What follows belongs to an exercise in optimizing a design on an open flow for small area and a short achievable clock period; a production flow would make more cautious choices.
RTL that was checked went through simulation tests only; none was proved equivalent to the original.
Only the layout flow was run in runs 1 and 2; the RTL was not checked for function there.
No activity file was given, so power comes from the tool's default toggle rates.

--- design/flow/design.v ---
module CPU (
    input wire clk,
    input wire rst_n,
    input wire [8-1:0] int_flag,
    output wire [16-1:0] inst_addr,
    input  wire [16-1:0] inst_data,
    output wire [16-1:0] mem_addr,
    output wire [16-1:0] mem_wd,
    input  wire [16-1:0] mem_rd,
    output wire            mem_ctrl
);
    reg [15:0] pc;
    reg [15:0] id_inst;
    reg        id_valid, id_inc;    
    reg [15:0] ex_a, ex_b;      
    reg [ 7:0] ex_imm;          
    reg [ 2:0] ex_rd;
    reg [ 2:0] ex_op;           
    reg [ 1:0] ex_rwsel;        
    reg        ex_we;           
    reg        ex_mem;          
    reg        ex_sub;          
    reg        ex_csrw;         
    reg        ex_jal, ex_jr;
    reg        ex_beq, ex_ble;
    reg [15:0] rf [1:7];
    reg [ 7:1] rf_v;
    reg [31:0] cycle;
    reg [15:0] mtvec, mcause, mepc, mie, mstatus, mscratch;
    reg        s_write, s_mret;    
    reg        i_entry, i_ret;     
    reg        int_en;
    reg        gie_q;
    wire        sub     = ex_sub;
    wire [15:0] bb      = ex_b ^ {16{sub}};    
    wire [15:0] sum     = ex_a + bb + {15'b0, sub};
    wire [15:0] addr    = ex_a + {11'b0, ex_imm[4:0]};
    wire [15:0] prod    = ex_a * ex_b;
    wire        shr     = ex_op[0];
    reg  [15:0] sh_in, srl_o;
    integer n;
    always @(*) for (n = 0; n < 16; n = n + 1) sh_in[n] = shr ? ex_a[15-n] : ex_a[n];
    wire [15:0] sh_o    = (|ex_b[15:4]) ? 16'b0 : (sh_in << ex_b[3:0]);
    always @(*) for (n = 0; n < 16; n = n + 1) srl_o[n] = sh_o[15-n];
    wire [15:0] sll_o   = sh_o;
    reg [15:0] alu;
    always @(*) begin
        case (ex_op)
            3'b000, 3'b001: alu = sum;
            3'b010: alu = prod;
            3'b011: alu = ex_a & bb;
            3'b100:  alu = ex_a | bb;
            3'b101: alu = ex_a ^ bb;
            3'b110: alu = sll_o;
            default: alu = srl_o;
        endcase
    end
    wire eq = (ex_a == ex_b);
    wire lt = ($signed(ex_a) < $signed(ex_b));
    wire int_assert = i_entry | i_ret;
    wire jump_flag  = int_assert | ex_jal | ex_jr | (ex_beq & eq) | (ex_ble & lt);
    wire [15:0] jump_pc = int_assert ? (i_entry ? mtvec : mepc) :
                          ex_jr ? sum : {8'b0, ex_imm};
    reg [15:0] csr_rdata;
    always @(*) begin
        case (ex_imm[4:0])
            5'd0: csr_rdata = cycle[15:0];
            5'd1: csr_rdata = cycle[31:16];
            5'd2: csr_rdata = mtvec;
            5'd3: csr_rdata = mcause;
            5'd4: csr_rdata = mepc;
            5'd5: csr_rdata = mie;
            5'd6: csr_rdata = mstatus;
            5'd7: csr_rdata = mscratch;
            default: csr_rdata = 16'b0;
        endcase
    end
    wire [15:0] wb = (ex_rwsel == 2'b01) ? mem_rd :
                     (ex_rwsel == 2'b10) ? csr_rdata : alu;
    assign mem_addr = addr;
    assign mem_wd   = ex_b;
    assign mem_ctrl = ex_mem;
    wire int_any  = (int_flag != 8'h00) & mstatus[3];
    wire mret_en  = (id_inst == 16'h0000) & int_en & ~gie_q;
    wire idle     = ~s_write & ~s_mret;
    wire take     = idle & mstatus[3] & (int_flag == 8'b00000001);
    wire clear    = int_any | mret_en | ~idle | jump_flag;
    wire [15:0] id_addr = id_valid ? pc - {15'b0, id_inc} : 16'b0;
    wire [15:0] cap_addr = jump_flag ? {8'b0, ex_imm} : id_addr;
    always @(posedge clk) gie_q <= mstatus[3];
    always @(posedge clk or negedge rst_n) begin
        if (~rst_n) begin
            s_write <= 1'b0;
            s_mret  <= 1'b0;
            i_entry <= 1'b0;
            i_ret   <= 1'b0;
            int_en  <= 1'b0;
        end else begin
            s_write <= take;
            s_mret  <= idle & ~int_any & mret_en;
            i_entry <= s_write;
            i_ret   <= s_mret;
            if (idle & int_any) int_en <= 1'b1;
            else if (idle & mret_en) int_en <= 1'b0;
        end
    end
    wire csr_we = ex_csrw;
    wire [4:0] csr_wa = ex_imm[4:0];
    always @(posedge clk or negedge rst_n) begin
        if (~rst_n) cycle <= 32'b0;
        else cycle <= cycle + 1'b1;
    end
    always @(posedge clk or negedge rst_n) begin
        if (~rst_n) begin
            mtvec <= 16'b0;
            mcause <= 16'b0;
            mepc <= 16'b0;
            mie <= 16'b0;
            mstatus <= 16'b0;
            mscratch <= 16'b0;
        end else begin
            if (csr_we && csr_wa == 5'd2) mtvec <= ex_a;
            if (take) mcause <= 16'h0004;
            else if (csr_we && csr_wa == 5'd3) mcause <= ex_a;
            if (take) mepc <= cap_addr;
            else if (csr_we && csr_wa == 5'd4) mepc <= ex_a;
            if (csr_we && csr_wa == 5'd5) mie <= ex_a;
            if (csr_we && csr_wa == 5'd6) mstatus <= ex_a;
            else if (i_entry) mstatus[3] <= 1'b0;
            else if (i_ret) mstatus[3] <= mstatus[7];
            if (csr_we && csr_wa == 5'd7) mscratch <= ex_a;
        end
    end
    assign inst_addr = pc;
    wire pc_stall = (pc == 1024 - 1) || (inst_data == 16'b0);
    wire [15:0] pc_inc = pc + 1'b1;
    wire [15:0] pc_seq = (clear | pc_stall) ? pc : pc_inc;
    always @(posedge clk) begin
        if (~rst_n) pc <= 16'b0;
        else pc <= jump_flag ? jump_pc : pc_seq;
    end
    always @(posedge clk) begin
        if (~rst_n | clear) begin
            id_inst  <= 16'b0;
            id_valid <= 1'b0;
        end else begin
            id_inst  <= inst_data;
            id_valid <= 1'b1;
        end
        id_inc <= ~pc_stall;
    end
    wire [4:0] op = id_inst[4:0];
    wire [2:0] rd = id_inst[7:5];
    wire [2:0] rs = id_inst[10:8];
    wire d_alu  = (op[4:3] == 2'b00);             
    wire d_alui = (op[4:3] == 2'b10);             
    wire d_lw   = (op == 5'b11000);
    wire d_sw   = (op == 5'b11001);
    wire d_csrr = (op == 5'b11010);
    wire d_csrw = (op == 5'b11011);
    wire d_jal  = (op == 5'b11100);
    wire d_jr   = (op == 5'b11101);
    wire d_li   = (op == 5'b11110);
    wire d_rc   = (op == 5'b11111);
    wire d_beq  = (op == 5'b01000);
    wire d_ble  = (op == 5'b01001);
    wire d_immsel = d_jal | d_jr | d_li;
    wire d_immop  = d_alui | d_lw | d_sw | d_csrr | d_csrw | d_jal | d_jr | d_li;
    wire d_we     = d_alu | d_alui | d_lw | d_csrr | d_jal | d_li;
    wire [2:0] d_op = (d_alu | d_alui) ? op[2:0] : 3'b000;
    wire [1:0] d_rwsel = d_lw ? 2'b01 : d_csrr ? 2'b10 : 2'b00;
    wire [7:0] d_imm = d_immsel ? id_inst[15:8] : {3'b0, id_inst[15:11]};
    wire       absel = d_lw | d_sw;
    wire [2:0] ra = absel ? rs : rd;
    wire [2:0] rb = d_sw ? rd : rs;
    wire fwd_a = ex_we & (ra == ex_rd);
    wire fwd_b = ex_we & (rb == ex_rd);
    reg [15:0] rf_a, rf_b;
    integer k;
    always @(*) begin
        rf_a = 16'b0;
        rf_b = 16'b0;
        for (k = 1; k < 8; k = k + 1) begin
            if (ra == k && rf_v[k]) rf_a = rf[k];
            if (rb == k && rf_v[k]) rf_b = rf[k];
        end
    end
    wire [15:0] a_next = fwd_a ? wb : rf_a;
    wire [15:0] b_next = (d_immop & ~d_sw) ? {8'b0, d_imm} : fwd_b ? wb : rf_b;
    always @(posedge clk) begin
        ex_a   <= a_next;
        ex_b   <= b_next;
        ex_imm <= d_imm;
        ex_rd  <= rd;
        ex_op  <= d_op;
        ex_rwsel <= d_rwsel;
        ex_sub <= (d_alu | d_alui) & (op[2:0] == 3'b001);
        if (~rst_n | clear) begin
            ex_we   <= 1'b0;
            ex_mem  <= 1'b0;
            ex_csrw <= 1'b0;
            ex_jal  <= 1'b0;
            ex_jr   <= 1'b0;
            ex_beq  <= 1'b0;
            ex_ble  <= 1'b0;
        end else begin
            ex_we   <= d_we;
            ex_mem  <= d_sw;
            ex_csrw <= d_csrw;
            ex_jal  <= d_jal;
            ex_jr   <= d_jr;
            ex_beq  <= d_beq;
            ex_ble  <= d_ble;
        end
    end
    always @(posedge clk) begin
        if (~rst_n | d_rc) rf_v <= 7'b0;
        else if (ex_we && ex_rd != 3'd0) rf_v[ex_rd] <= 1'b1;
    end
    always @(posedge clk) begin
        if (ex_we && ex_rd != 3'd0) rf[ex_rd] <= wb;
    end
endmodule
--- design/flow/flow/run.sh ---
#!/bin/bash
# Standard ORFS layout, but synthesis leaves adders to ABC instead of mapping
# them onto the library's full/half-adder cells (which are slow in sky130hd).
set -euo pipefail
cd "$(dirname "$0")/.."
bash standard.sh ADDER_MAP_FILE= finish > flow_standard.log 2>&1
--- design/flow/standard.sh ---
#!/bin/bash
# synth_recipe.tcl (not shown) runs the flow's synth.tcl, then flattens the netlist and writes it again
# the make line also repeats each setting of config.mk as NAME=value (left out here)
make -C /OpenROAD-flow-scripts/flow DESIGN_CONFIG=/design/flow/config.mk WORK_HOME=/design/flow/orfs CLKGATE_MAP_FILE= SYNTH_SCRIPT=/design/flow/synth_recipe.tcl "${@:-finish}"
--- design/flow/config.mk ---
export PLATFORM = sky130hd
export DESIGN_NAME = CPU
export DESIGN_NICKNAME = CPU
export VERILOG_FILES = /design/flow/design.v
export SDC_FILE = /design/flow/constraint.sdc
export NUM_CORES = 4
export LEC_CHECK = 0
export ABC_AREA = 1
export CAP_MARGIN = 20
export CORE_MARGIN = 2
export CORE_UTILIZATION = 40
export SETUP_SLACK_MARGIN = 5
export SLEW_MARGIN = 20
--- design/flow/constraint.sdc ---
create_clock -name core_clock -period 10.5 [get_ports {clk}]
set_input_delay 2.1000 -clock core_clock [delete_from_list [all_inputs] [get_ports {clk}]]
set_output_delay 2.1000 -clock core_clock [all_outputs]
set_load 0.01 [all_outputs]
==> results of run 1 <==
==> timing repair <==
action                                  in CTS  in global routing
hold buffers                                 0                  0
buffers inserted                             8                  1
endpoints found under the setup margin       9                 15
pin swaps                                    5                  4
resized for setup                           29                  3
==> layout by cell type (no fill, tap or decap), types with 38 or more instances in the layout <==
cell type | Yosys | layout
clkbuf_16 | 0 | 38
edfxtp_1 | 112 | 112
buf_4 | 15 | 55
dfxtp_1 | 98 | 95
nand2_1 | 1153 | 1149
nor2_1 | 345 | 341
xor2_1 | 53 | 53
a21oi_1 | 168 | 167
clkdlybuf4s50_1 | 0 | 83
inv_1 | 460 | 459
o21ai_0 | 245 | 244
a221oi_1 | 55 | 55
dfrtp_1 | 133 | 133
nand3_1 | 279 | 279
==> worst max-delay path: cells and delay by family, from the launching register on <==
| family | cells | cell delay (ns) |
|---|---|---|
| AND/OR/NAND/NOR | 10 | 1.27 |
| AO/OA/AOI/OAI | 3 | 0.46 |
| buffers and inverters | 3 | 0.45 |
| flip-flops | 1 | 0.36 |
| XOR/XNOR | 1 | 0.12 |
==> metal layers <==
layer	up-vias	share of wire, %	global-route usage (%)
met5	-	0	0
met2	891	44	41.8
met3	186	7.9	4.75
met1	11100	44	36.2
li1	12100	-	-
met4	0	4.5	11.9
==> power by group <==
part / total (mW) / internal [mW] / switching (mW)
Combinational: 0.693 / 0.198 / 0.495
Sequential: 1.48 / 1.43 / 0.0455
Clock: 1.31 / 0.762 / 0.550
==> layout make-up <==
cell class              instances  share of cell area, %
multi-input cells            2685                   48.4
flip-flops and latches        343                   32.1
inverters                     469                   6.54
repair buffers                147                   4.92
clock buffers                  58                   4.17
well taps                     773                   3.58
clock inverters                 7                  0.274
diodes                          1                0.00927
==> Yosys cell counts (all sizes together) (3+ instances only) <==
cell     count
a31oi       31
nor2       355
inv        464
nand2     1165
o21bai       5
o211ai      29
buf         49
nand3      284
a2111oi      3
edfxtp     112
clkbuf      84
a21boi      13
o2111ai      6
nand4       32
dfxtp       98
mux2i       14
a41oi        3
nor4        17
dfrtp      133
a221oi      55
o221ai      18
nor3        38
a21oi      172
clkinv       5
o21ai      258
a31o         4
o311ai       4
a211oi      11
o31ai        3
o22ai       12
a22o         5
xnor2       31
a22oi       17
nand3b      23
xor2        53
or2         11
==> per-stage QoR <==
step / instance area, µm² / total power [mW] / hold WS [ns] / utilization [%] / instances
2_1_floorplan: 24000 / 1.91 / 0.354 / - / 3630
3_3_place_gp: 25600 / 2.18 / 0.364 / 43.3 / 4407
3_5_place_dp: 25600 / 2.18 / 0.373 / 43.3 / 4407
4_1_cts: 26900 / 3.49 / 0.388 / 45.6 / 4480
5_1_grt: 27000 / 3.62 / 0.402 / 45.6 / 4482
6_report: 27000 / 3.48 / 0.386 / 45.6 / 4483
==> cells by family after synthesis <==
family	count (synthesis)	share of synthesized area (%)
AND/OR/NAND/NOR	1929	33.7
flip-flops	343	36.1
XOR/XNOR	86	3.26
AO/OA/AOI/OAI	656	16.4
multiplexers	14	0.584
buffers and inverters	602	9.97
==> sequential cells by signal, summed over array words and instances, names as in the netlist, 2 cells and up <==
signal	flops
cycle	32
ex_a	16
ex_b	16
ex_imm	8
ex_op	3
ex_rd	3
ex_rwsel	2
id_inst	16
mcause	16
mepc	16
mie	16
mscratch	16
mstatus	16
mtvec	16
pc	16
rf	112
rf_v	7
==> final timing paths <==
check                           slack (ns)  depth (start not counted)                     end               from
worst max-delay path                  5.16                         17            mem_addr[14]    ex_a[1]$_DFF_P_
worst min-delay path                  0.39                          0       i_entry$_DFF_PN0_  s_write$_DFF_PN0_
worst max register to register        5.51                         28      rf[6][9]$_DFFE_PP_    ex_b[2]$_DFF_P_
worst min register to register        0.39                          0       i_entry$_DFF_PN0_  s_write$_DFF_PN0_
max in group asynchronous             7.64                          2  mstatus[2]$_DFFE_PN0P_              rst_n
min in group asynchronous             1.63                          1       i_entry$_DFF_PN0_              rst_n
==> results by group, run 1 <==
Route
  – Drt first pass iters: 6
  – Post-route antenna net violation count: 0
  – # DRC: 0
  – Avg WL per Cell: 18.9 µm
  – Vias per cell: between 5 and 6
  – Total Wirelength: 84.9 mm
  – Initial DRC count: around 2100
  – Vias: 24300

Global routing
  – First-pass GRT wire length: 129 mm
  – Global Route Usage Sum: between 20% and 30%
  – Vias in the first global route: 22000
  – Antenna violations before repair: 0
  – Largest net degree at the start of global routing: 92
  – GR Overflow Total: 0

Layout
  – Layout cells sized above 1: 5.28%
  – Nets: 3725
  – FF+latch area: around 8700 µm²
  – Footprint of the multi-input gates: 13100 µm²
  – Filler instances: 6125
  – Area Overhead vs Synth: 12.5%

Synth
  – Register area share after synthesis: 36.1%
  – Post-synth cell types: between 60 and 70
  – Prevailing post-synth register cell: dfrtp_1
  – Leading area contributor after synthesis: nand2_1
  – Synth area leaders: nand2_1 (18%), edfxtp_1 (14%), dfrtp_1 (14%)
  – Post-synth top area share: 18.0%
  – Synth async-reset ratio: between 30 and 40%
  – Syn Area/Cell: 6.61 µm²
  – Ys Warns: 1
  – Gate Count Post-Synth: ~3600
  – Synthesized flop and latch total: 343
  – Synth Cell Area: 24000 µm²
  – Post-synth EDFFs: roughly 110
  – Post-Syn Nets: about 3700

Timing
  – Clock Skew: 0.0352 ns
  – Final hold viol count: 0
  – Slew @ Worst Pin: 1.08 ns
  – Fmax: between 0.15 and 0.2 GHz
  – Final setup violation count: 0
  – Slew HR: 28.0%
  – Max Slew Vio Count: 0
  – Tcrit/Tclk final: 50.9%
  – RSZ-0062 raised after global routing: no
  – Period minus WS final: 5.34 ns
  – Setup TNS: 0 ns
  – Worst Slack Setup Final: 5.16 ns

Clock network
  – CTS root buf: clkbuf_16
  – CTS tree: done
  – Worst-path clk slew: 0.06 ns
  – Num Clock Sinks: approximately 340
  – Worst skew pair latency: ~0.56 ns
  – H-tree depth: 2
  – CTS Buf Count: 37
  – CTS Buffer Depth: 3

Power and ir drop
  – Lkg Pwr: 12.9 nW
  – VDD IR-drop max: 0.137 mV
  – Power per cell area: 129 nW/µm²

Place
  – IO Port Bufs: 90
  – Dpl ws: 4.27 ns
  – Routability congestion estimate: 1.04
  – Dpl hpwl: about 63 mm

Setup path
  – Crit path cell chain: clkinvlp_4 -> nand2_1 -> nand2_1 -> o21ai_2 -> nand2_1 -> nand2_1 -> a21oi_2 -> o21ai_4 -> nand2_1 -> nor2_4 -> nand2_2 -> nor3_4 -> nand2_2 -> nor4_4 -> buf_4 -> xor2_1 -> buf_2
  – Worst path most repeated cell: nand2_1
  – Slowest stage delay, CP: 0.36 ns
  – Setup crit start kind: register
  – Crit Path Max Fanout: 3
  – Critical Path RT: 8.40 ns
  – Critical path type: reg -> out
  – CP Capture Type: primary output
  – Crit path DAT: 3.24 ns
  – Critical path's slowest cell: dfxtp_2

Floorplan
  – Die width: 249 µm
  – # IOs: 91
  – Core ar.: 59100 µm²
  – DIE HEIGHT: 249 µm
  – Site Rows: 89
  – Starting density of the core: 40.6%
  – Die area: 61900 µm²

Flow run
  – # Max-Cap Violations: 0

Worst hold path
  – Min-Delay Path Class: reg -> reg

Outcome
  – Status: complete, no violations
==> run 2, diff against run 1 <==
==> design/flow/flow/run.sh (replaced) <==
#!/bin/bash
# Standard ORFS layout, with two changes to how it is made:
#  - synthesis leaves adders to ABC instead of mapping them onto the library's
#    full/half-adder cells (which are slow in sky130hd);
#  - ports are buffered with plain buffers instead of delay buffers.
set -euo pipefail
bash standard.sh ADDER_MAP_FILE= "BUFFER_PORTS_ARGS=-buffer_cell sky130_fd_sc_hd__buf_2" finish > flow_standard.log 2>&1
--- a/design/flow/config.mk
+++ b/design/flow/config.mk
@@ -8,6 +8,6 @@
 export ABC_AREA = 1
 export CAP_MARGIN = 20
 export CORE_MARGIN = 2
-export CORE_UTILIZATION = 40
+export CORE_UTILIZATION = 55
 export SETUP_SLACK_MARGIN = 5
 export SLEW_MARGIN = 20
==> run 2 against run 1 <==
Net effect:
- still clean
- routed wire length up 1.8%
- non-clock buffer count increased by 1
- worst hold slack worse by 0.0033 ns
- count of clock-buffer cells in the layout down 10
- clock power about the same
- cell count fell by 4.1%
- register-to-register slack better by 0.03 ns
- sequential cell count did not move
- critical path type unchanged
- highest routed layer is now met5
==> results by group, run 2 <==
Synth
  – Synth async-reset ratio: 38.8% (unchanged)
  – Post-synth top area share: 18.0% (unchanged)
  – Count leader, synth: nand2_1
  – Post-synth EDFFs: 112 (unchanged)
  – Post-synth cell types: 64 (unchanged)
  – Ys Warns: 1 (unchanged)
  – Register area share after synthesis: 36.1% (unchanged)
  – Post-synth top cells: nand2_1 (1153), inv_1 (460), nor2_1 (345)
  – Gate Count Post-Synth: 3630 (unchanged)
  – Leading area contributor after synthesis: nand2_1
  – Synth Cell Area: 24000 µm² (unchanged)
  – Synth area leaders: nand2_1 (18%), edfxtp_1 (14%), dfrtp_1 (14%)
  – Post-Syn Nets: 3672 (unchanged)
  – Synthesized flop and latch total: 343 (unchanged)
  – Prevailing post-synth register cell: dfrtp_1
  – Syn Area/Cell: 6.61 µm² (unchanged)

Setup path
  – Crit path DAT: 3.23 ns (about the same)
  – R2R cell count: 28 (unchanged)
  – Delay-heaviest family, CP: simple AND/OR/NAND/NOR gates
  – FF-to-FF End: rf[4][9]$_DFFE_PP_
  – Slowest stage delay, CP: 0.39 ns (+0.03 ns)
  – CP Capture Type: primary output
  – Critical Path RT: 8.40 ns (about the same)
  – Worst path bufs/invs: 3 (unchanged)
  – Critical path type: reg -> out
  – Setup crit start kind: register
  – Reg-to-Reg Start: ex_b[2]$_DFF_P_
  – Worst path most repeated cell: nand2_1
  – Crit. Startpoint: ex_a[0]$_DFF_P_
  – Critical path's slowest cell: dfxtp_2
  – Worst Setup EP: mem_addr[15]
  – Crit path cell chain: buf_12 -> nand2_1 -> o21ai_2 -> nand2_1 -> nand2_1 -> a21oi_1 -> o21ai_2 -> buf_6 -> nand2_2 -> nor2_4 -> nand2_4 -> nor3_4 -> nand2_2 -> nor4_4 -> nand2_1 -> xor2_1 -> buf_2
  – Crit Path Max Fanout: 12 (+9)
  – Critical Path Stages: 17 (unchanged)
  – R2r setup slk: 5.54 ns (+0.03 ns)

Timing
  – RSZ-0062 raised after global routing: no
  – Slew @ Worst Pin: 1.09 ns (+0.0117 ns)
  – Worst Slack Setup Final: 5.17 ns (+0.0142 ns)
  – Final setup violation count: 0 (unchanged)
  – Clock Skew: 0.0260 ns (-0.00916 ns)
  – Period minus WS final: 5.33 ns (-0.0142 ns)
  – Max Slew Vio Count: 0 (unchanged)
  – Tcrit/Tclk final: 50.8% (-0.14 points)
  – Setup TNS: 0 ns (unchanged)
  – Slew HR: 26.8% (-1.3 points)
  – Fmax: 0.188 GHz (+0.27%)
  – Final hold viol count: 0 (unchanged)

Global routing
  – Largest net degree at the start of global routing: 88 (-4.3%)
  – Vias in the first global route: 22900 (+3.8%)
  – First-pass GRT wire length: 129 mm (about the same)
  – Global Route Usage Sum: 37.7% (+11 points)
  – GR Overflow Total: 0 (unchanged)
  – Antenna violations before repair: 3 (+3)

Floorplan
  – Die width: 213 µm (-14%)
  – Die area: 45300 µm² (-27%)
  – Site Rows: 76 (-15%)
  – Core ar.: 43100 µm² (-27%)
  – DIE HEIGHT: 213 µm (-14%)
  – Starting density of the core: 55.7% (+15 points)
  – # IOs: 91 (unchanged)

Route
  – Drt first pass iters: 6 (unchanged)
  – Vias: 25200 (+3.8%)
  – Post-route antenna net violation count: 0 (unchanged)
  – # DRC: 0 (unchanged)
  – Total Wirelength: 86.4 mm (+1.8%)
  – Vias per cell: 5.86 (+8.3%)
  – Initial DRC count: 2776 (+32%)
  – Avg WL per Cell: 20.1 µm (+6.2%)

Power and ir drop
  – Switch share: 32.2% (+0.85 points)
  – Combinational share of power: 19.5% (-0.4 points)
  – VDD IR-drop max: 0.162 mV (+19%)
  – Power per cell area: 131 nW/µm² (+1.7%)
  – Seq pwr share: 42.8% (+0.3 points)
  – Clock power frac: 37.6% (about the same)
  – Switch Pwr: 1.11 mW (+1.9%)
  – Lkg Pwr: 13.0 nW (+0.67%)
  – Power Internal: 2.35 mW (-2.0%)
  – Power, Total: 3.46 mW (-0.79%)

Layout
  – Most frequent cells in the layout: nand2_1 (1146), inv_1 (459), nor2_1 (343)
  – Top reg by flops: rf
  – Layout cells sized above 1: 7.65% (+2.4 points)
  – Most common cell after layout, fill and taps aside: nand2_1
  – Max FFs per register: 112 (unchanged)
  – Finished Core Util: 61.1% (+15 points)
  – Nets: 3726 (+0.027%)
  – Area Overhead vs Synth: 9.73%
  – Top flop regs: rf (112), cycle (32)

Place
  – Routability congestion estimate: 1.03 (-0.76%)
  – IO Port Bufs: 90 (unchanged)
  – Dpl ws: 4.08 ns (-0.191 ns)
  – Dpl hpwl: 64.2 mm (+2.4%)

Clock network
  – Hold_buf cts: 0 (unchanged)
  – Worst-path clk slew: 0.06 ns (about the same)
  – CTS Buffer Depth: 3 (unchanged)
  – CTS root buf: clkbuf_16
  – H-tree depth: 2 (unchanged)
  – CTS tree: done
  – Worst skew pair latency: 0.58 ns (+0.02 ns)
  – Num Clock Sinks: 343 (unchanged)
  – CTS Buf Count: 37 (unchanged)

Outcome
  – Status: complete, no violations

Worst hold path
  – Min-Delay Path Class: reg -> reg
  – Hold Path Stages: 0 (unchanged)
  – Hold path startpoint: s_write$_DFF_PN0_

Flow run
  – # Max-Cap Violations: 0 (unchanged)
run 2: cell types whose count changed in the layout (fill, tap and decap cells not counted), moves of 2 or more:
cell,previous run,this run
nand2_2,15,17
clkbuf_1,10,8
clkinv_2,3,9
dfxtp_2,3,5
clkbuf_8,10,3
buf_2,2,89
nor3_1,26,31
clkdlybuf4s50_1,83,0
nor3_2,8,3
nor2_1,341,343
dfxtp_1,95,92
dlygate4sd2_1,4,0
nand2_1,1149,1146
run 2: worst min path at each step:
stage | end | slack (ns)
after floorplan | i_ret$_DFF_PN0_ | 0.35
after global placement | i_ret$_DFF_PN0_ | 0.36
after detailed placement | i_entry$_DFF_PN0_ | 0.37
after CTS | i_entry$_DFF_PN0_ | 0.38
after global routing | i_entry$_DFF_PN0_ | 0.39
final | i_entry$_DFF_PN0_ | 0.38
run 2: power groups by stage:
stage | Sequential [mW] | Clock, mW | Combinational (mW)
2_1_floorplan | 1.48 | 0 | 0.429
3_3_place_gp | 1.50 | 0 | 0.633
3_5_place_dp | 1.51 | 0 | 0.643
4_1_cts | 1.48 | 1.31 | 0.653
5_1_grt | 1.48 | 1.36 | 0.732
6_report | 1.48 | 1.30 | 0.675
run 2: kinds of logic after synthesis:
group,synth area share [%]
compound gates,16.4
xor+xnor,3.26
buf+inv,9.97
flops,36.1
mux,0.584
simple gates,33.7
run 2: worst reg2reg max path: cells and delay by family (launching register included):
family | cells | cell delay, ns
compound gates | 6 | 1.72
buf+inv | 3 | 1.03
flops | 1 | 0.31
simple gates | 19 | 1.60
run 2: per-layer routing:
| metal | wire [µm] | GRT usage [%] |
|---|---|---|
| met5 | 23 | 0 |
| met4 | 3630 | 15.3 |
| met3 | 9210 | 9.30 |
| met2 | 37400 | 58.0 |
| met1 | 36200 | 50.9 |
run 2: through the flow:
step | instance area (µm²) | hold slack (ns) | std cells
6_report | 26300 | 0.382 | 4297
5_1_grt | 26300 | 0.389 | 4296
4_1_cts | 26200 | 0.382 | 4294
3_5_place_dp | 24900 | 0.370 | 4219
3_3_place_gp | 24900 | 0.362 | 4219
2_1_floorplan | 24000 | 0.354 | 3630
run 2: what timing repair did:
action	CTS	global route
endpoints found under the hold margin	0	0
pin swaps	4	5
resized for setup	17	9
gates cloned	0	1
setup endpoints to repair	11	5
setup buffers	9	1
run 2: cell type report:
class                      count  area, µm²
fill                        4001      16800
multi-input combinational   2685      13000
sequential                   343       8660
inverter                     469       1760
clock buffer                  48        997
timing repair buffer         148        930
tap                          585        732
clock inverter                18        195
antenna                        1       2.50
==> run 3, diff against run 2 <==
--- a/design/flow/design.v
+++ b/design/flow/design.v
@@ -20,6 +20,7 @@
     reg        ex_we;           
     reg        ex_mem;          
     reg        ex_sub;          
+    reg        ex_mul;          
     reg        ex_csrw;         
     reg        ex_jal, ex_jr;
     reg        ex_beq, ex_ble;
@@ -47,7 +48,7 @@
     always @(*) begin
         case (ex_op)
             3'b000, 3'b001: alu = sum;
-            3'b010: alu = prod;
+            3'b010: alu = sum;      
             3'b011: alu = ex_a & bb;
             3'b100:  alu = ex_a | bb;
             3'b101: alu = ex_a ^ bb;
@@ -55,8 +56,8 @@
             default: alu = srl_o;
         endcase
     end
-    wire eq = (ex_a == ex_b);
-    wire lt = ($signed(ex_a) < $signed(ex_b));
+    wire eq = (sum == 16'b0);
+    wire lt = (ex_a[15] ^ ex_b[15]) ? ex_a[15] : sum[15];
     wire int_assert = i_entry | i_ret;
     wire jump_flag  = int_assert | ex_jal | ex_jr | (ex_beq & eq) | (ex_ble & lt);
     wire [15:0] jump_pc = int_assert ? (i_entry ? mtvec : mepc) :
@@ -75,8 +76,9 @@
             default: csr_rdata = 16'b0;
         endcase
     end
-    wire [15:0] wb = (ex_rwsel == 2'b01) ? mem_rd :
-                     (ex_rwsel == 2'b10) ? csr_rdata : alu;
+    wire [15:0] wb_o = (ex_rwsel == 2'b01) ? mem_rd :
+                       (ex_rwsel == 2'b10) ? csr_rdata : alu;
+    wire [15:0] wb = ex_mul ? prod : wb_o;
     assign mem_addr = addr;
     assign mem_wd   = ex_b;
     assign mem_ctrl = ex_mem;
@@ -185,8 +187,13 @@
             if (rb == k && rf_v[k]) rf_b = rf[k];
         end
     end
-    wire [15:0] a_next = fwd_a ? wb : rf_a;
-    wire [15:0] b_next = (d_immop & ~d_sw) ? {8'b0, d_imm} : fwd_b ? wb : rf_b;
+    wire        b_imm  = d_immop & ~d_sw;
+    wire [15:0] a_o    = fwd_a ? wb_o : rf_a;
+    wire [15:0] b_o    = b_imm ? {8'b0, d_imm} : fwd_b ? wb_o : rf_b;
+    wire        a_prod = fwd_a & ex_mul;
+    wire        b_prod = fwd_b & ex_mul & ~b_imm;
+    wire [15:0] a_next = a_prod ? prod : a_o;
+    wire [15:0] b_next = b_prod ? prod : b_o;
     always @(posedge clk) begin
         ex_a   <= a_next;
         ex_b   <= b_next;
@@ -194,7 +201,8 @@
         ex_rd  <= rd;
         ex_op  <= d_op;
         ex_rwsel <= d_rwsel;
-        ex_sub <= (d_alu | d_alui) & (op[2:0] == 3'b001);
+        ex_sub <= ((d_alu | d_alui) & (op[2:0] == 3'b001)) | d_beq | d_ble;
+        ex_mul <= (d_alu | d_alui) & (op[2:0] == 3'b010);
         if (~rst_n | clear) begin
             ex_we   <= 1'b0;
             ex_mem  <= 1'b0;
--- a/design/flow/config.mk
+++ b/design/flow/config.mk
@@ -9,5 +9,6 @@
 export CAP_MARGIN = 20
 export CORE_MARGIN = 2
 export CORE_UTILIZATION = 55
+export CTS_BUF_LIST = sky130_fd_sc_hd__clkbuf_8
 export SETUP_SLACK_MARGIN = 5
 export SLEW_MARGIN = 20
==> run 3 against run 2 <==
Net effect:
- combinational power decreased by 15%
- worst hold slack improved by 0.00051 ns
- register-to-register slack got worse by 0.37 ns
- fmax decreased by 0.60%
- sequential cell count increased by 1
- first-iteration DRC count increased by 12%
- setup slack got worse by 0.032 ns
- count of clock-buffer cells in the layout increased by 25
- largest cell class unchanged
==> results by group, run 3 <==
Outcome
  – Status: complete, no violations

Route
  – Drt first pass iters: 6 (unchanged)
  – Post-route antenna net violation count: 0 (unchanged)
  – # DRC: 0 (unchanged)
  – Vias per cell: 5.95 (+1.5%)
  – Vias: 25000 (-0.91%)
  – Avg WL per Cell: 20.6 µm (+2.6%)
  – Initial DRC count: 3121 (+12%)
  – Total Wirelength: 86.6 mm (+0.13%)

Layout
  – Most frequent cells in the layout: nand2_1 (1225), inv_1 (443), o21ai_0 (285)
  – Max FFs per register: 112 (unchanged)
  – Top flop regs: rf (112), cycle (32)
  – Final Cell Area: 26000 µm² (-1.1%)
  – FF+latch area: 8690 µm² (+0.29%)
  – Footprint of the multi-input gates: 12900 µm² (-1.2%)
  – Finished Core Util: 61.8% (+0.68 points)
  – Area Overhead vs Synth: 10.3%
  – Filler instances: 3949 (-1.3%)
  – Non-Filler Instances: 4195 (-2.4%)
  – Layout cells sized above 1: 8.10% (+0.45 points)
  – Most common cell after layout, fill and taps aside: nand2_1
  – Top reg by flops: rf
  – Nets: 3654 (-1.9%)

Clock network
  – Worst skew pair latency: 0.69 ns (+0.11 ns)
  – H-tree depth: 2 (unchanged)
  – Num Clock Sinks: 344 (+0.29%)
  – CTS Buffer Depth: 3 (unchanged)
  – CTS tree: done
  – CTS Buf Count: 57 (+54%)
  – CTS root buf: clkbuf_8
  – Worst-path clk slew: 0.07 ns (about the same)

Global routing
  – GR Overflow Total: 0 (unchanged)
  – Antenna violations before repair: 4 (+1)
  – Vias in the first global route: 23300 (+1.8%)
  – Global Route Usage Sum: 38.8% (+1.1 points)
  – First-pass GRT wire length: 132 mm (+2.4%)
  – Largest net degree at the start of global routing: 96 (+9.1%)

Timing
  – Setup TNS: 0 ns (unchanged)
  – Period minus WS final: 5.36 ns (+0.0322 ns)
  – Fmax: 0.187 GHz (-0.60%)
  – RSZ-0062 raised after global routing: yes
  – Final hold viol count: 0 (unchanged)
  – Tcrit/Tclk final: 51.1% (+0.31 points)
  – Final setup violation count: 0 (unchanged)
  – Clock Skew: 0.0360 ns (+0.00992 ns)
  – Slew HR: 27.9% (+1.1 points)
  – Slew @ Worst Pin: 1.07 ns (-0.0168 ns)
  – Max Slew Vio Count: 0 (unchanged)

Setup path
  – Worst path most repeated cell: nand2_2
  – R2R cell count: 20 (-29%)
  – Crit path cell chain: nor2_1 -> inv_1 -> nand2_1 -> nand2_2 -> a21oi_4 -> o21ai_4 -> nand2_2 -> nor2_4 -> nand2_2 -> nor3_4 -> nand2_2 -> nor4_4 -> nand2_1 -> xor2_1 -> buf_2
  – Slowest stage delay, CP: 0.66 ns (+0.27 ns)
  – Crit path DAT: 3.26 ns (+0.03 ns)
  – R2r setup slk: 5.17 ns (-0.37 ns)
  – Crit Path Max Fanout: 22 (+10)
  – Crit. Startpoint: ex_a[2]$_DFF_P_
  – Reg-to-Reg Start: ex_b[1]$_DFF_P_
  – Critical path type: reg -> out
  – Delay-heaviest family, CP: simple AND/OR/NAND/NOR gates
  – FF-to-FF End: pc[10]$_SDFFE_PN0P_
  – Worst path bufs/invs: 2 (-1)
  – CP Capture Type: primary output
  – Critical Path RT: 8.40 ns (about the same)
  – Critical path's slowest cell: dfxtp_2
  – Setup crit start kind: register

Worst hold path
  – Hold endpoint: i_entry$_DFF_PN0_
  – Hold path startpoint: s_write$_DFF_PN0_
  – Hold Path Stages: 0 (unchanged)
  – Min-Delay Path Class: reg -> reg

Place
  – Routability congestion estimate: 1.05 (+1.4%)
  – IO Port Bufs: 90 (unchanged)
  – Area after DPL: 24600 µm² (-1.4%)
  – Dpl hpwl: 63.4 mm (-1.3%)
  – Placed cell count: 4077 (-3.4%)

Synth
  – Post-synth EDFFs: 112 (unchanged)
  – Prevailing post-synth register cell: dfrtp_1
  – Ys Warns: 1 (unchanged)
  – Synth async-reset ratio: 38.7% (-0.11 points)
  – Post-synth top cells: nand2_1 (1233), inv_1 (424), o21ai_0 (288)
  – Synthesized flop and latch total: 344 (+0.29%)
  – Synth Cell Area: 23600 µm² (-1.6%)
  – Post-Syn Nets: 3572 (-2.7%)
  – Post-synth cell types: 57 (-11%)
  – Count leader, synth: nand2_1
  – Leading area contributor after synthesis: nand2_1
  – Gate Count Post-Synth: 3530 (-2.8%)
  – Syn Area/Cell: 6.68 µm² (+1.2%)
  – Post-synth top area share: 19.6% (+1.6 points)
  – Register area share after synthesis: 36.8% (+0.68 points)
  – Synth area leaders: nand2_1 (20%), edfxtp_1 (14%), dfrtp_1 (14%)

Floorplan
  – Die area: 44600 µm² (-1.6%)
  – Die width: 211 µm (-0.80%)
  – # IOs: 91 (unchanged)
  – Core ar.: 42100 µm² (-2.2%)
  – Starting density of the core: 56.0% (+0.32 points)
  – Site Rows: 75 (-1.3%)
  – DIE HEIGHT: 211 µm (-0.80%)

Power and ir drop
  – Lkg Pwr: 12.8 nW (-1.4%)
  – Power, Total: 3.28 mW (-5.1%)
  – Power per cell area: 126 nW/µm² (-4.1%)
  – VDD IR-drop max: 0.165 mV (+1.4%)

Flow run
  – # Max-Cap Violations: 0 (unchanged)
==> run 3: cell count changes in the layout (fill, tap and decap cells not counted), sizes merged, moves of 12 or more <==
cell | before | now
nor2 | 355 | 267
nand2 | 1165 | 1239
nand3 | 284 | 210
a21oi | 172 | 118
o21ai | 258 | 290
clkbuf | 49 | 74
xor2 | 53 | 77
a221oi | 55 | 36
a31oi | 31 | 13
inv | 465 | 448
and3 | 1 | 16
o2111ai | 6 | 21
nand3b | 23 | 37
nand4 | 32 | 44
==> run 3: how the worst max path moves through the flow <==
stage / to / slack [ns] / cells after the start
global route: pc[12]$_SDFFE_PN0P_ / 4.78 / 20
CTS: mem_addr[14] / 5.03 / 17
global placement: mem_addr[15] / 3.94 / 17
detailed placement: mem_addr[15] / 3.73 / 17
floorplan: mem_addr[15] / 5.33 / 18
finish: mem_addr[15] / 5.14 / 15
==> run 3: area by class of cell <==
| cell class | instances | area share (%) |
|---|---|---|
| antenna | 1 | 0.00961 |
| clock buffer | 73 | 3.86 |
| clock inverter | 29 | 0.687 |
| inverter | 436 | 6.31 |
| multi-input combinational | 2623 | 49.5 |
| sequential | 344 | 33.4 |
| tap | 539 | 2.59 |
| timing repair buffer | 150 | 3.71 |
==> run 3: stage by stage <==
step | hold WS [ns] | worst slack [ns]
floorplan | 0.354 | 5.33
finish | 0.383 | 5.14
global placement | 0.360 | 3.94
detailed placement | 0.365 | 3.73
global route | 0.404 | 4.78
CTS | 0.379 | 5.03
==> run 3: layer usage <==
metal  global-route usage, %  share of wire (%)  routed length (µm)
met2                    58.4                 42               36700
met3                    9.65                 12                9970
met5                       0              0.035                  30
met4                    16.3                4.3                3700
met1                    53.2                 42               36200
==> run 3: kinds of logic after synthesis <==
| family | count (synthesis) | share of synthesized area, % |
|---|---|---|
| AND/OR/NAND/NOR | 1876 | 33.3 |
| AO/OA/AOI/OAI | 635 | 16.3 |
| flip-flops | 344 | 36.8 |
| multiplexers | 7 | 0.297 |
| buffers and inverters | 563 | 9.14 |
| XOR/XNOR | 105 | 4.19 |
==> run 3: timing repair <==
item                                    CTS  global route
gates cloned                              0             1
hold buffers                              0             0
buffers inserted                         10             2
pin swaps                                 7             5
gates resized for setup                  30             6
endpoints found under the setup margin   11            22
==> run 3: report_power, final <==
part / switching, mW / leakage, nW / internal [mW]
Clock: 0.577 / 0.682 / 0.652
Combinational: 0.429 / 8.52 / 0.145
Sequential: 0.0430 / 3.61 / 1.44
Total: 1.05 / 12.8 / 2.23
==> run 4, diff against run 3 <==
--- a/design/flow/config.mk
+++ b/design/flow/config.mk
@@ -9,6 +9,5 @@
 export CAP_MARGIN = 20
 export CORE_MARGIN = 2
 export CORE_UTILIZATION = 55
-export CTS_BUF_LIST = sky130_fd_sc_hd__clkbuf_8
 export SETUP_SLACK_MARGIN = 5
 export SLEW_MARGIN = 20
==> run 4 against run 3 <==
Net effect:
- cell count fell by 0.79%
- combinational power barely moved
- routed wire length fell by 0.38%
- setup slack got worse by 0.0098 ns
- via count barely moved
- non-clock buffer count fell by 2
- cell area rose by 0.18%
- critical path depth fell by 2
- critical path type unchanged
- count of clock-buffer cells in the layout fell by 22
==> results by group, run 4 <==
Power and ir drop
  – Lkg Pwr: 12.7 nW (-0.65%)
  – VDD IR-drop max: 0.172 mV (+4.6%)
  – Power per cell area: 131 nW/µm² (+4.2%)

Global routing
  – Antenna violations before repair: 3 (-1)
  – GR Util met3: 9.66% (+0.015 points)
  – Met2 usage: 58.4% (about the same)
  – Global Route Usage Sum: 38.8% (about the same)
  – First-pass GRT wire length: 132 mm (-0.17%)
  – Grt met1 use: 53.4% (+0.25 points)
  – Largest net degree at the start of global routing: 96 (unchanged)
  – Vias in the first global route: 23100 (-0.75%)
  – Top Usage Layer GRT: met2
  – GR Overflow Total: 0 (unchanged)

Layout
  – Layout cells sized above 1: 7.48% (-0.61 points)
  – Top reg by flops: rf
  – Area Overhead vs Synth: 10.5%
  – Max FFs per register: 112 (unchanged)
  – FF+latch area: 8680 µm² (about the same)
  – Nets: 3634 (-0.55%)
  – Footprint of the multi-input gates: 12900 µm² (-0.12%)
  – Filler instances: 3891 (-1.5%)
  – Most frequent cells in the layout: nand2_1 (1229), inv_1 (423), o21ai_0 (286)
  – Most common cell after layout, fill and taps aside: nand2_1
  – Top flop regs: rf (112), cycle (32)

Floorplan
  – Core ar.: 42100 µm² (unchanged)
  – Die width: 211 µm (unchanged)
  – # IOs: 91 (unchanged)
  – Starting density of the core: 56.0% (unchanged)
  – Site Rows: 75 (unchanged)
  – DIE HEIGHT: 211 µm (unchanged)
  – Die area: 44600 µm² (unchanged)

Route
  – Avg WL per Cell: 20.7 µm (+0.41%)
  – Vias: 25000 (-0.012%)
  – Post-route antenna net violation count: 0 (unchanged)
  – Initial DRC count: 3144 (+0.74%)
  – Vias per cell: 5.99 (+0.78%)
  – Total Wirelength: 86.2 mm (-0.38%)
  – # DRC: 0 (unchanged)
  – Drt first pass iters: 8 (+2)

Flow run
  – # Max-Cap Violations: 0 (unchanged)

Clock network
  – Worst-path clk slew: 0.05 ns (-0.02 ns)
  – CTS Buffer Depth: 3 (unchanged)
  – CTS tree: done
  – Worst skew pair latency: 0.57 ns (-0.12 ns)
  – Num Clock Sinks: 344 (unchanged)
  – CTS root buf: clkbuf_16
  – Hold_buf cts: 0 (unchanged)
  – CTS Buf Count: 39 (-32%)
  – H-tree depth: 2 (unchanged)

Setup path
  – Crit path DAT: 3.27 ns (about the same)
  – Critical Path RT: 8.40 ns (about the same)
  – Setup crit start kind: register
  – Critical path's slowest cell: dfxtp_2
  – Worst path most repeated cell: nand2_2
  – CP Capture Type: primary output
  – Delay-heaviest family, CP: simple AND/OR/NAND/NOR gates
  – Crit path cell chain: clkinvlp_4 -> nand2_1 -> nand2_1 -> o21ai_4 -> nand2_2 -> nor2_4 -> nand2_2 -> nor3_4 -> nand2_2 -> nor4_4 -> buf_4 -> xor2_1 -> buf_2
  – Crit Path Max Fanout: 15 (-32%)
  – Slowest stage delay, CP: 0.59 ns (-0.07 ns)
  – Critical path type: reg -> out
  – Worst path bufs/invs: 3 (+1)

Timing
  – Period minus WS final: 5.37 ns (+0.00981 ns)
  – Setup TNS: 0 ns (unchanged)
  – RSZ-0062 raised after global routing: no
  – Clock Skew: 0.0239 ns (-0.0121 ns)
  – Worst Slack Setup Final: 5.13 ns (-0.00981 ns)
  – Max Slew Vio Count: 0 (unchanged)
  – Slew @ Worst Pin: 1.09 ns (+0.0178 ns)
  – Final setup violation count: 0 (unchanged)
  – Slew HR: 27.3% (-0.61 points)
  – Tcrit/Tclk final: 51.2% (+0.093 points)
  – Fmax: 0.186 GHz (-0.18%)
  – Final hold viol count: 0 (unchanged)

Synth
  – Synth area leaders: nand2_1 (20%), edfxtp_1 (14%), dfrtp_1 (14%)
  – Post-synth EDFFs: 112 (unchanged)
  – Count leader, synth: nand2_1
  – Post-Syn Nets: 3572 (unchanged)
  – Post-synth top cells: nand2_1 (1233), inv_1 (424), o21ai_0 (288)
  – Register area share after synthesis: 36.8% (unchanged)
  – Post-synth cell types: 57 (unchanged)
  – Post-synth top area share: 19.6% (unchanged)
  – Ys Warns: 1 (unchanged)
  – Prevailing post-synth register cell: dfrtp_1
  – Synthesized flop and latch total: 344 (unchanged)
  – Synth async-reset ratio: 38.7% (unchanged)
  – Synth Cell Area: 23600 µm² (unchanged)
  – Syn Area/Cell: 6.68 µm² (unchanged)
  – Gate Count Post-Synth: 3530 (unchanged)
  – Leading area contributor after synthesis: nand2_1

Outcome
  – Status: complete, no violations

Place
  – IO Port Bufs: 90 (unchanged)
  – Routability congestion estimate: 1.05 (unchanged)
  – Dpl ws: 3.73 ns (unchanged)
  – Dpl hpwl: 63.4 mm (unchanged)

Worst hold path
  – Min-Delay Path Class: reg -> reg
-- run 4: changes by cell type in the layout (fill, tap and decap cells not counted), moves of 2 or more --
cell | previous run | this run
inv_1 | 443 | 423
clkinvlp_4 | 1 | 5
bufinv_16 | 1 | 3
clkbuf_8 | 73 | 4
nand2_1 | 1225 | 1229
nand2_2 | 14 | 10
clkbuf_1 | 0 | 7
clkbuf_16 | 1 | 41
inv_6 | 0 | 5
-- run 4: worst paths after layout --
path,slack (ns),to,cells after the start,startpoint
max,5.13,mem_addr[14],13,ex_a[4]$_DFF_P_
min,0.38,i_entry$_DFF_PN0_,0,s_write$_DFF_PN0_
max reg2reg,5.39,pc[10]$_SDFFE_PN0P_,20,ex_b[1]$_DFF_P_
min reg2reg,0.38,i_entry$_DFF_PN0_,0,s_write$_DFF_PN0_
max in group asynchronous,7.49,cycle[30]$_DFF_PN0_,2,rst_n
min in group asynchronous,1.59,mepc[2]$_DFFE_PN0P_,1,rst_n
-- run 4: kinds of logic (layout without fill, tap and decap cells) --
family	Yosys count	in the layout	synth area share (%)
buf+inv	563	654	9.14
flops	344	344	36.8
mux	7	7	0.297
other cells	0	2	0
xor+xnor	105	105	4.19
compound gates	635	635	16.3
simple gates	1876	1876	33.3
-- run 4: area by class of cell --
class	count	area share [%]
timing repair buffer	148	3.57
clock buffer	51	4.15
sequential	344	33.3
tap	539	2.59
inverter	436	6.31
antenna	2	0.0192
clock inverter	19	0.758
multi-input combinational	2623	49.3
-- run 4: routing by layer --
layer	part of all wire, %	vias to the layer above
met5	0.015	-
met4	4.1	2
met3	12	202
met2	42	1449
met1	42	11500
li1	-	11800
-- run 4: repair_timing --
action                     CTS  global route
pin swaps                    3             5
hold endpoints to repair     0             0
gates resized for setup     22             7
cloned                       0             1
setup endpoints to repair   11            21
setup buffers                7             4
-- run 4: report_power, final --
group          internal [mW]  total [mW]  switching (mW)
registers               1.44        1.48          0.0430
logic                  0.144       0.573           0.428
clock network          0.807        1.37           0.566
-- run 4: through the flow --
| stage | cell area (µm²) | utilization, % | hold slack, ns | cells | power (mW) |
|---|---|---|---|---|---|
| 6_report | 26100 | 61.9 | 0.376 | 4162 | 3.42 |
| 3_3_place_gp | 24600 | 58.3 | 0.360 | 4077 | 2.04 |
| 5_1_grt | 26100 | 61.9 | 0.399 | 4160 | 3.53 |
| 2_1_floorplan | 23600 | - | 0.354 | 3530 | 1.82 |
| 3_5_place_dp | 24600 | 58.3 | 0.365 | 4077 | 2.04 |
| 4_1_cts | 26000 | 61.6 | 0.380 | 4154 | 3.41 |
-- run 4: worst register-to-register path, stage by stage (launching register included) --
cell and delay [ns]:
dfxtp_1 0.30, buf_4 0.36, inv_1 0.42, nand2_1 0.18, nand3_1 0.17, nand3_1 0.18, nand2_1 0.07, nand3_1 0.08
nand2_1 0.19, nand3_1 0.15, nand3_1 0.19, a21oi_1 0.25, xor2_1 0.46, o21ai_0 0.22, nand3_1 0.16, nand3_2 0.51
a21oi_4 0.59, inv_2 0.26, nand3b_1 0.16, nand2_1 0.06, nor2_1 0.10
==> run 5, diff against run 4 <==
--- a/design/flow/config.mk
+++ b/design/flow/config.mk
@@ -8,6 +8,6 @@
 export ABC_AREA = 1
 export CAP_MARGIN = 20
 export CORE_MARGIN = 2
-export CORE_UTILIZATION = 55
+export CORE_UTILIZATION = 70
 export SETUP_SLACK_MARGIN = 5
 export SLEW_MARGIN = 20
==> run 5 against run 4 <==
Net effect:
- cell area shrank 1.2%
- sequential share of layout area grew 0.39 points
- cell count shrank 2.5%
- clock skew grew 0.0055 ns
- via count grew 6.7%
- die area shrank 21%
- register-to-register slack gained 0.02 ns
- global-route usage grew 11 points
- fmax shrank 2.9%
- first-iteration DRC count grew 36%
- critical path depth grew 4
- clock power shrank 3%
- highest routed layer unchanged
==> results by group, run 5 <==
Timing
  – Clock Skew: 0.0294 ns (+0.00546 ns)
  – Fmax: 0.181 GHz (-2.9%)
  – Max Slew Vio Count: 0 (unchanged)
  – Slew @ Worst Pin: 1.37 ns (+0.280 ns)
  – Worst Slack Setup Final: 4.97 ns (-0.161 ns)
  – Tcrit/Tclk final: 52.7% (+1.5 points)
  – Slew HR: 7.85% (-19 points)
  – Final setup violation count: 0 (unchanged)
  – Setup TNS: 0 ns (unchanged)
  – Period minus WS final: 5.53 ns (+0.161 ns)
  – Final hold viol count: 0 (unchanged)
  – RSZ-0062 raised after global routing: no

Route
  – Total Wirelength: 89.7 mm (+4.0%)
  – Avg WL per Cell: 22.1 µm (+6.7%)
  – Vias: 26600 (+6.7%)
  – Drt first pass iters: 12 (+4)
  – # DRC: 0 (unchanged)
  – Vias per cell: 6.56 (+9.5%)
  – Initial DRC count: 4283 (+36%)
  – Post-route antenna net violation count: 0 (unchanged)

Clock network
  – CTS tree: done
  – Worst-path clk slew: 0.06 ns (about the same)
  – CTS root buf: clkbuf_16
  – CTS Buf Count: 36 (-7.7%)
  – Worst skew pair latency: 0.59 ns (+0.02 ns)
  – CTS Buffer Depth: 3 (unchanged)
  – H-tree depth: 2 (unchanged)
  – Num Clock Sinks: 344 (unchanged)

Setup path
  – Critical Path Stages: 17 (+4)
  – Setup crit start kind: register
  – CP Capture Type: primary output
  – Crit path cell chain: buf_4 -> nand2_2 -> nand2_2 -> o21ai_2 -> nand2_1 -> nand2_2 -> a21oi_2 -> o21ai_2 -> nand2_2 -> nor2_4 -> nand2_4 -> nor3_4 -> nand2_2 -> nor4_4 -> nand2_1 -> xor2_1 -> buf_2
  – Crit Path Max Fanout: 7 (-8)
  – Critical Path RT: 8.40 ns (about the same)
  – Worst path most repeated cell: nand2_2
  – Critical path's slowest cell: dfxtp_4
  – FF-to-FF End: pc[10]$_SDFFE_PN0P_
  – Critical path type: reg -> out
  – R2R cell count: 20 (unchanged)
  – Worst path bufs/invs: 2 (-1)
  – R2r setup slk: 5.41 ns (+0.02 ns)
  – Slowest stage delay, CP: 0.37 ns (-0.22 ns)
  – Delay-heaviest family, CP: simple AND/OR/NAND/NOR gates
  – Crit path DAT: 3.43 ns (+0.16 ns)
  – Reg-to-Reg Start: ex_b[0]$_DFF_P_

Flow run
  – # Max-Cap Violations: 0 (unchanged)

Layout
  – Top reg by flops: rf
  – Filler instances: 2421 (-38%)
  – Most frequent cells in the layout: nand2_1 (1226), inv_1 (423), o21ai_0 (285)
  – Nets: 3619 (-0.41%)
  – Max FFs per register: 112 (unchanged)
  – Layout cells sized above 1: 7.10% (-0.38 points)
  – Most common cell after layout, fill and taps aside: nand2_1
  – Non-Filler Instances: 4057 (-2.5%)
  – Footprint of the multi-input gates: 12900 µm² (about the same)
  – FF+latch area: 8680 µm² (about the same)
  – Top flop regs: rf (112), cycle (32)
  – Area Overhead vs Synth: 9.19%

Synth
  – Synth async-reset ratio: 38.7% (unchanged)
  – Gate Count Post-Synth: 3530 (unchanged)
  – Post-synth top cells: nand2_1 (1233), inv_1 (424), o21ai_0 (288)
  – Synth area leaders: nand2_1 (20%), edfxtp_1 (14%), dfrtp_1 (14%)
  – Post-Syn Nets: 3572 (unchanged)
  – Post-synth cell types: 57 (unchanged)
  – Post-synth EDFFs: 112 (unchanged)
  – Leading area contributor after synthesis: nand2_1
  – Synth Cell Area: 23600 µm² (unchanged)
  – Syn Area/Cell: 6.68 µm² (unchanged)
  – Synthesized flop and latch total: 344 (unchanged)
  – Post-synth top area share: 19.6% (unchanged)
  – Count leader, synth: nand2_1
  – Prevailing post-synth register cell: dfrtp_1
  – Ys Warns: 1 (unchanged)
  – Register area share after synthesis: 36.8% (unchanged)

Power and ir drop
  – Lkg Pwr: 12.6 nW (-0.77%)
  – Switch Pwr: 1.07 mW (+3.2%)
  – Seq pwr share: 43.9% (+0.7 points)
  – Combinational share of power: 16.7% (about the same)
  – Switch share: 31.7% (+1.4 points)
  – Power per cell area: 131 nW/µm² (about the same)
  – Clock power frac: 39.4% (-0.7 points)
  – VDD IR-drop max: 0.162 mV (-6.0%)
  – Power Internal: 2.31 mW (-3.3%)

Global routing
  – Antenna violations before repair: 5 (+2)
  – Global Route Usage Sum: 50.0% (+11 points)
  – First-pass GRT wire length: 136 mm (+3.2%)
  – GR Overflow Total: 0 (unchanged)
  – Vias in the first global route: 24600 (+6.6%)
  – Largest net degree at the start of global routing: 83 (-14%)

Place
  – Routability congestion estimate: 1.11 (+6.0%)
  – IO Port Bufs: 90 (unchanged)
  – Placed cell count: 3979 (-2.4%)
  – Dpl hpwl: 61.8 mm (-2.5%)
  – Dpl ws: 4.08 ns (+0.345 ns)

Outcome
  – Status: complete, no violations

Floorplan
  – Site Rows: 67 (-11%)
  – Core ar.: 33400 µm² (-21%)
  – Die width: 188 µm (-11%)
  – DIE HEIGHT: 188 µm (-11%)
  – Starting density of the core: 70.7% (+15 points)
  – Die area: 35200 µm² (-21%)
  – # IOs: 91 (unchanged)

Worst hold path
  – Hold path startpoint: s_write$_DFF_PN0_
  – Hold Path Stages: 0 (unchanged)
  – Hold endpoint: i_entry$_DFF_PN0_
  – Min-Delay Path Class: reg -> reg
run 5: cell counts after synthesis:
No cell type changed its count.
run 5: worst register-to-register path, cell delays in order, from the launching register on:
cell and delay, ns:
dfxtp_1 0.30, buf_4 0.40, inv_1 0.43, nand2_1 0.21
nand2_1 0.07, nand3_1 0.12, nand2_1 0.06, nand3_1 0.08
nand2_1 0.18, nand3_1 0.15, nand3_1 0.19, a21oi_1 0.21
xor2_1 0.40, o21ai_0 0.17, nand3_1 0.14, nand3_2 0.51
a21oi_2 0.74, inv_2 0.30, nand3b_1 0.17, nand2_1 0.06
nor2_1 0.10
run 5: routing by layer:
layer / track usage (%) / wire length, µm / up-vias
met5: 2.06 / 125 / -
met4: 30.6 / 7160 / 6
met3: 18.8 / 14800 / 634
met2: 73.5 / 36800 / 2364
met1: 62.3 / 30700 / 11900
li1: - / - / 11800
run 5: area by class of cell:
type | instances | share of cell area, %
Timing Repair Buffer | 136 | 3.16
Tap cell | 448 | 2.18
Clock buffer | 45 | 3.71
Antenna cell | 5 | 0.0486
Clock inverter | 20 | 0.918
Multi-Input combinational cell | 2623 | 49.9
Sequential cell | 344 | 33.7
Inverter | 436 | 6.38
run 5: timing repair:
| item | 4_1_cts | 5_1_grt |
|---|---|---|
| pin swaps | 2 | 5 |
| gates resized for setup | 16 | 11 |
| buffers inserted | 5 | 3 |
| hold buffers | 0 | 0 |
| endpoints found under the setup margin | 10 | 5 |
run 5: cells by family (layout without fill, tap and decap cells):
logic type                after synthesis  after routing  share of synthesized area (%)
and+or+nand+nor                      1876           1876                           33.3
AOI/OAI and AO/OA                     635            635                           16.3
buffers and inverters                 563            637                           9.14
DFF                                   344            344                           36.8
xor gates and xnor gates              105            105                           4.19
muxes                                   7              7                          0.297
other                                   0              5                              0
run 5: power groups by stage:
stage	logic, mW	registers, mW	clock network (mW)
2_1_floorplan	0.341	1.48	0
3_3_place_gp	0.505	1.51	0
3_5_place_dp	0.518	1.51	0
4_1_cts	0.527	1.48	1.31
5_1_grt	0.597	1.49	1.36
6_report	0.563	1.49	1.33
run 5: worst max path at each step:
stage | start | to | slack [ns]
floorplan | ex_a[1]$_DFF_P_ | mem_addr[15] | 5.33
global placement | ex_a[1]$_DFF_P_ | mem_addr[15] | 4.38
detailed placement | ex_a[1]$_DFF_P_ | mem_addr[15] | 4.08
CTS | ex_a[1]$_DFF_P_ | mem_addr[15] | 5.00
global route | ex_a[1]$_DFF_P_ | mem_addr[15] | 4.95
finish | ex_a[1]$_DFF_P_ | mem_addr[15] | 4.97
run 5: stage by stage:
step	util [%]	instance area [µm²]	hold WS [ns]	total power, mW
6_report	77.2	25800	0.387	3.38
5_1_grt	77.2	25800	0.390	3.44
4_1_cts	77.0	25700	0.387	3.32
3_5_place_dp	73.1	24400	0.372	2.03
3_3_place_gp	73.1	24400	0.365	2.01
2_1_floorplan	-	23600	0.354	1.82
==> run 6, diff against run 5 <==
--- a/design/flow/config.mk
+++ b/design/flow/config.mk
@@ -8,6 +8,8 @@
 export ABC_AREA = 1
 export CAP_MARGIN = 20
 export CORE_MARGIN = 2
-export CORE_UTILIZATION = 70
+export CORE_UTILIZATION = 55
+export CTS_CLUSTER_DIAMETER = 60
+export CTS_CLUSTER_SIZE = 30
 export SETUP_SLACK_MARGIN = 5
 export SLEW_MARGIN = 20
==> run 6 against run 5 <==
Net effect:
- global-route usage decreased by 12 points
- cell count increased by 2.0%
- die area up 27%
- register-to-register slack got worse by 0.06 ns
- total power fell by 4.9%
- cell area up 0.14%
- first-iteration DRC count down 28%
- combinational power rose by 2%
- clock power decreased by 12%
- synthesized area is the same
- clock skew is 0.0090 ns higher
- sequential cell count stayed put
- critical endpoint is now mem_addr[14]
- largest cell class unchanged
- highest routed layer unchanged
==> results by group, run 6 <==
Outcome
  – Status: complete, no violations

Floorplan
  – # IOs: 91 (unchanged)
  – Starting density of the core: 56.0% (-15 points)
  – Die area: 44600 µm² (+27%)
  – Site Rows: 75 (+12%)
  – Core ar.: 42100 µm² (+26%)
  – DIE HEIGHT: 211 µm (+13%)
  – Die width: 211 µm (+13%)

Clock network
  – CTS tree: done
  – Num Clock Sinks: 344 (unchanged)
  – CTS Buffer Depth: 3 (unchanged)
  – Worst-path clk slew: 0.09 ns (+0.03 ns)
  – CTS Buf Count: 26 (-28%)
  – Worst skew pair latency: 0.62 ns (+0.03 ns)
  – H-tree depth: 1 (-1)
  – CTS root buf: clkbuf_16

Timing
  – Fmax: 0.187 GHz (+3.4%)
  – Setup TNS: 0 ns (unchanged)
  – Tcrit/Tclk final: 51.0% (-1.7 points)
  – Slew HR: 24.4% (+17 points)
  – Final setup violation count: 0 (unchanged)
  – Max Slew Vio Count: 0 (unchanged)
  – Period minus WS final: 5.35 ns (-0.180 ns)
  – RSZ-0062 raised after global routing: no
  – Slew @ Worst Pin: 1.13 ns (-0.237 ns)
  – Clock Skew: 0.0384 ns (+0.00903 ns)
  – Final hold viol count: 0 (unchanged)
  – WHS: 0.385 ns (-0.00197 ns)

Layout
  – Max FFs per register: 112 (unchanged)
  – Filler instances: 3951 (+63%)
  – Non-Filler Instances: 4138 (+2.0%)
  – Area Overhead vs Synth: 9.34%
  – Most common cell after layout, fill and taps aside: nand2_1
  – Top reg by flops: rf
  – Most frequent cells in the layout: nand2_1 (1229), inv_1 (423), o21ai_0 (286)
  – Layout cells sized above 1: 7.20% (+0.095 points)
  – Nets: 3620 (+0.028%)
  – Top flop regs: rf (112), cycle (32)

Synth
  – Area share of xor/xnor cells in the synthesized design: 4.19% (unchanged)
  – Post-synth cell types: 57 (unchanged)
  – Register area share after synthesis: 36.8% (unchanged)
  – Largest family of logic cells by synthesized area: simple AND/OR/NAND/NOR gates
  – Post-synth EDFFs: 112 (unchanged)
  – Post-Syn Nets: 3572 (unchanged)
  – Syn Area/Cell: 6.68 µm² (unchanged)
  – Post-Synth Simple-Gate Area: 33.3% (unchanged)
  – Post-synth top area share: 19.6% (unchanged)
  – Leading area contributor after synthesis: nand2_1
  – Compound-Gate Fraction of Synth Area: 16.3% (unchanged)
  – Synthesized flop and latch total: 344 (unchanged)
  – Gate Count Post-Synth: 3530 (unchanged)
  – Synth async-reset ratio: 38.7% (unchanged)
  – Post-synth top cells: nand2_1 (1233), inv_1 (424), o21ai_0 (288)
  – Ys Warns: 1 (unchanged)
  – Synth area leaders: nand2_1 (20%), edfxtp_1 (14%), dfrtp_1 (14%)
  – Count leader, synth: nand2_1
  – Mux share of post-synthesis cell area: 0.297% (unchanged)
  – Prevailing post-synth register cell: dfrtp_1
  – Post-Synth Adder-Cell Area: 0% (unchanged)
  – Synth Cell Area: 23600 µm² (unchanged)

Worst hold path
  – Min-Delay Path Class: reg -> reg
  – Hold path startpoint: s_write$_DFF_PN0_

Power and ir drop
  – VDD IR-drop max: 0.187 mV (+16%)
  – Clock power frac: 36.3% (-3.1 points)
  – Power Internal: 2.15 mW (-7.1%)
  – Switch share: 33.2% (+1.5 points)
  – Lkg Pwr: 12.6 nW (-0.37%)
  – Combinational share of power: 17.8% (+1.1 points)
  – Power per cell area: 125 nW/µm² (-5.1%)
  – Switch Pwr: 1.07 mW (-0.35%)
  – Seq pwr share: 45.9% (+2.0 points)

Place
  – Routability congestion estimate: 1.05 (-5.6%)
  – Placed cell count: 4077 (+2.5%)
  – Dpl hpwl: 63.4 mm (+2.6%)
  – IO Port Bufs: 90 (unchanged)

Route
  – Post-route antenna net violation count: 0 (unchanged)
  – Drt first pass iters: 8 (-4)
  – Vias per cell: 6.00 (-8.5%)
  – Avg WL per Cell: 20.7 µm (-6.2%)
  – # DRC: 0 (unchanged)
  – Total Wirelength: 85.8 mm (-4.3%)
  – Vias: 24800 (-6.7%)
  – Initial DRC count: 3089 (-28%)

Setup path
  – CP Capture Type: primary output
  – Setup crit start kind: register
  – Crit Path Max Fanout: 15 (+8)
  – Crit path DAT: 3.25 ns (-0.18 ns)
  – Reg-to-Reg Start: ex_b[1]$_DFF_P_
  – Critical path type: reg -> out
  – Critical Path RT: 8.40 ns (about the same)
  – Crit. Startpoint: ex_a[4]$_DFF_P_

Global routing
  – Antenna violations before repair: 4 (-1)
  – Largest net degree at the start of global routing: 96 (+16%)
  – Global Route Usage Sum: 38.4% (-12 points)
  – First-pass GRT wire length: 131 mm (-3.7%)
  – Vias in the first global route: 22900 (-7.2%)
  – GR Overflow Total: 0 (unchanged)

Flow run
  – # Max-Cap Violations: 0 (unchanged)
-- run 6: cell counts after synthesis --
No cell type changed its count.
-- run 6: cell families (layout without fill, tap and decap cells) --
kind of cell | Yosys count | in the layout
AO/OA/AOI/OAI | 635 | 635
XOR/XNOR | 105 | 105
buffers and inverters | 563 | 631
flip-flops | 344 | 344
multiplexers | 7 | 7
other | 0 | 1
AND/OR/NAND/NOR | 1876 | 1876
-- run 6: final timing paths --
path / to / slack [ns] / cells past startpoint
hold reg to reg: i_entry$_DFF_PN0_ / 0.38 / 0
hold / removal: i_entry$_DFF_PN0_ / 0.38 / 0
setup / recovery: mem_addr[14] / 5.15 / 13
min in group asynchronous: mepc[2]$_DFFE_PN0P_ / 1.53 / 1
setup reg to reg: pc[10]$_SDFFE_PN0P_ / 5.35 / 20
max in group asynchronous: mtvec[10]$_DFFE_PN0P_ / 7.53 / 2
-- run 6: power groups by stage --
stage               Sequential [mW]  Clock, mW  Combinational, mW
floorplan                      1.48          0              0.341
global placement               1.50          0              0.534
detailed placement             1.50          0              0.541
CTS                            1.47       1.17              0.549
global route                   1.48       1.22              0.616
finish                         1.48       1.17              0.572
-- run 6: layer usage --
| layer | track usage, % | vias up | share of wire [%] |
|---|---|---|---|
| li1 | - | 11700 | - |
| met1 | 53.4 | 11500 | 42 |
| met2 | 58.4 | 1391 | 42 |
| met3 | 9.08 | 196 | 12 |
| met4 | 13.8 | 4 | 3.8 |
| met5 | 0 | - | 0.031 |
-- run 6: area by class of cell --
type	count	area, µm²	share of cell area (%)
antenna	1	2.50	0.00970
clock buffer	27	676	2.62
clock inverter	21	334	1.30
inverter	436	1640	6.36
multi-input combinational	2623	12900	49.8
sequential	344	8690	33.7
tap	539	674	2.61
timing repair buffer	147	922	3.57
-- run 6: critical path: stages, from the launching register on --
cell	delay, ns
dfxtp_2	0.60
clkinv_2	0.26
nand2_1	0.11
nand2_1	0.11
o21ai_4	0.25
nand2_2	0.10
nor2_4	0.13
nand2_2	0.09
nor3_4	0.18
nand2_2	0.12
nor4_4	0.20
buf_4	0.17
xor2_1	0.16
buf_2	0.16
-- run 6: per-stage QoR --
stage	util (%)	power [mW]	worst slack [ns]	cell area, µm²
global route	61.2	3.31	4.99	25800
global placement	58.3	2.04	3.94	24600
detailed placement	58.3	2.04	3.73	24600
CTS	61.0	3.20	5.00	25700
floorplan	-	1.82	5.33	23600
finish	61.2	3.21	5.15	25800
-- run 6: repair_timing --
action	4_1_cts	5_1_grt
setup buffers	9	1
endpoints found under the setup margin	11	21
resized for setup	24	8
hold buffers	0	0
gates cloned	0	1
pin swaps	4	3

afterwards: timing with drivers on the ports:
No port has a modelled driver above. Below, the same layouts with a new extraction and two added sets of constraints. Step 1: set_driving_cell puts a clkbuf_16 on clk and a buf_2 on each other input, an assumption about the parent block. Step 2, shift: input delay + t, output delay - t, t = (earliest + latest rising clock arrival at the registers) / 2. This alone moves slack from input paths to output paths. a / b / c = ideal / step 1 / step 2; a / b = the first two.
| run | shift t [ns] | setup WS [ns] | hold slack, ns |
|---|---|---|---|
| run 1 | 0.605 | 5.156 / 5.097 / 5.507 | 0.386 / 0.386 / 0.386 |
| run 2 | 0.627 | 5.170 / 5.109 / 5.542 | 0.382 / 0.382 / 0.382 |
| run 3 | 0.722 | 5.138 / 5.085 / 5.169 | 0.383 / 0.383 / 0.383 |
| run 4 | 0.619 | 5.128 / 5.067 / 5.385 | 0.376 / 0.376 / 0.376 |
| run 5 | 0.632 | 4.967 / 4.910 / 5.411 | 0.387 / 0.387 / 0.387 |
| run 6 | 0.658 | 5.147 / 5.089 / 5.351 | 0.385 / 0.385 / 0.385 |
After both steps setup and hold are still met in every run listed.
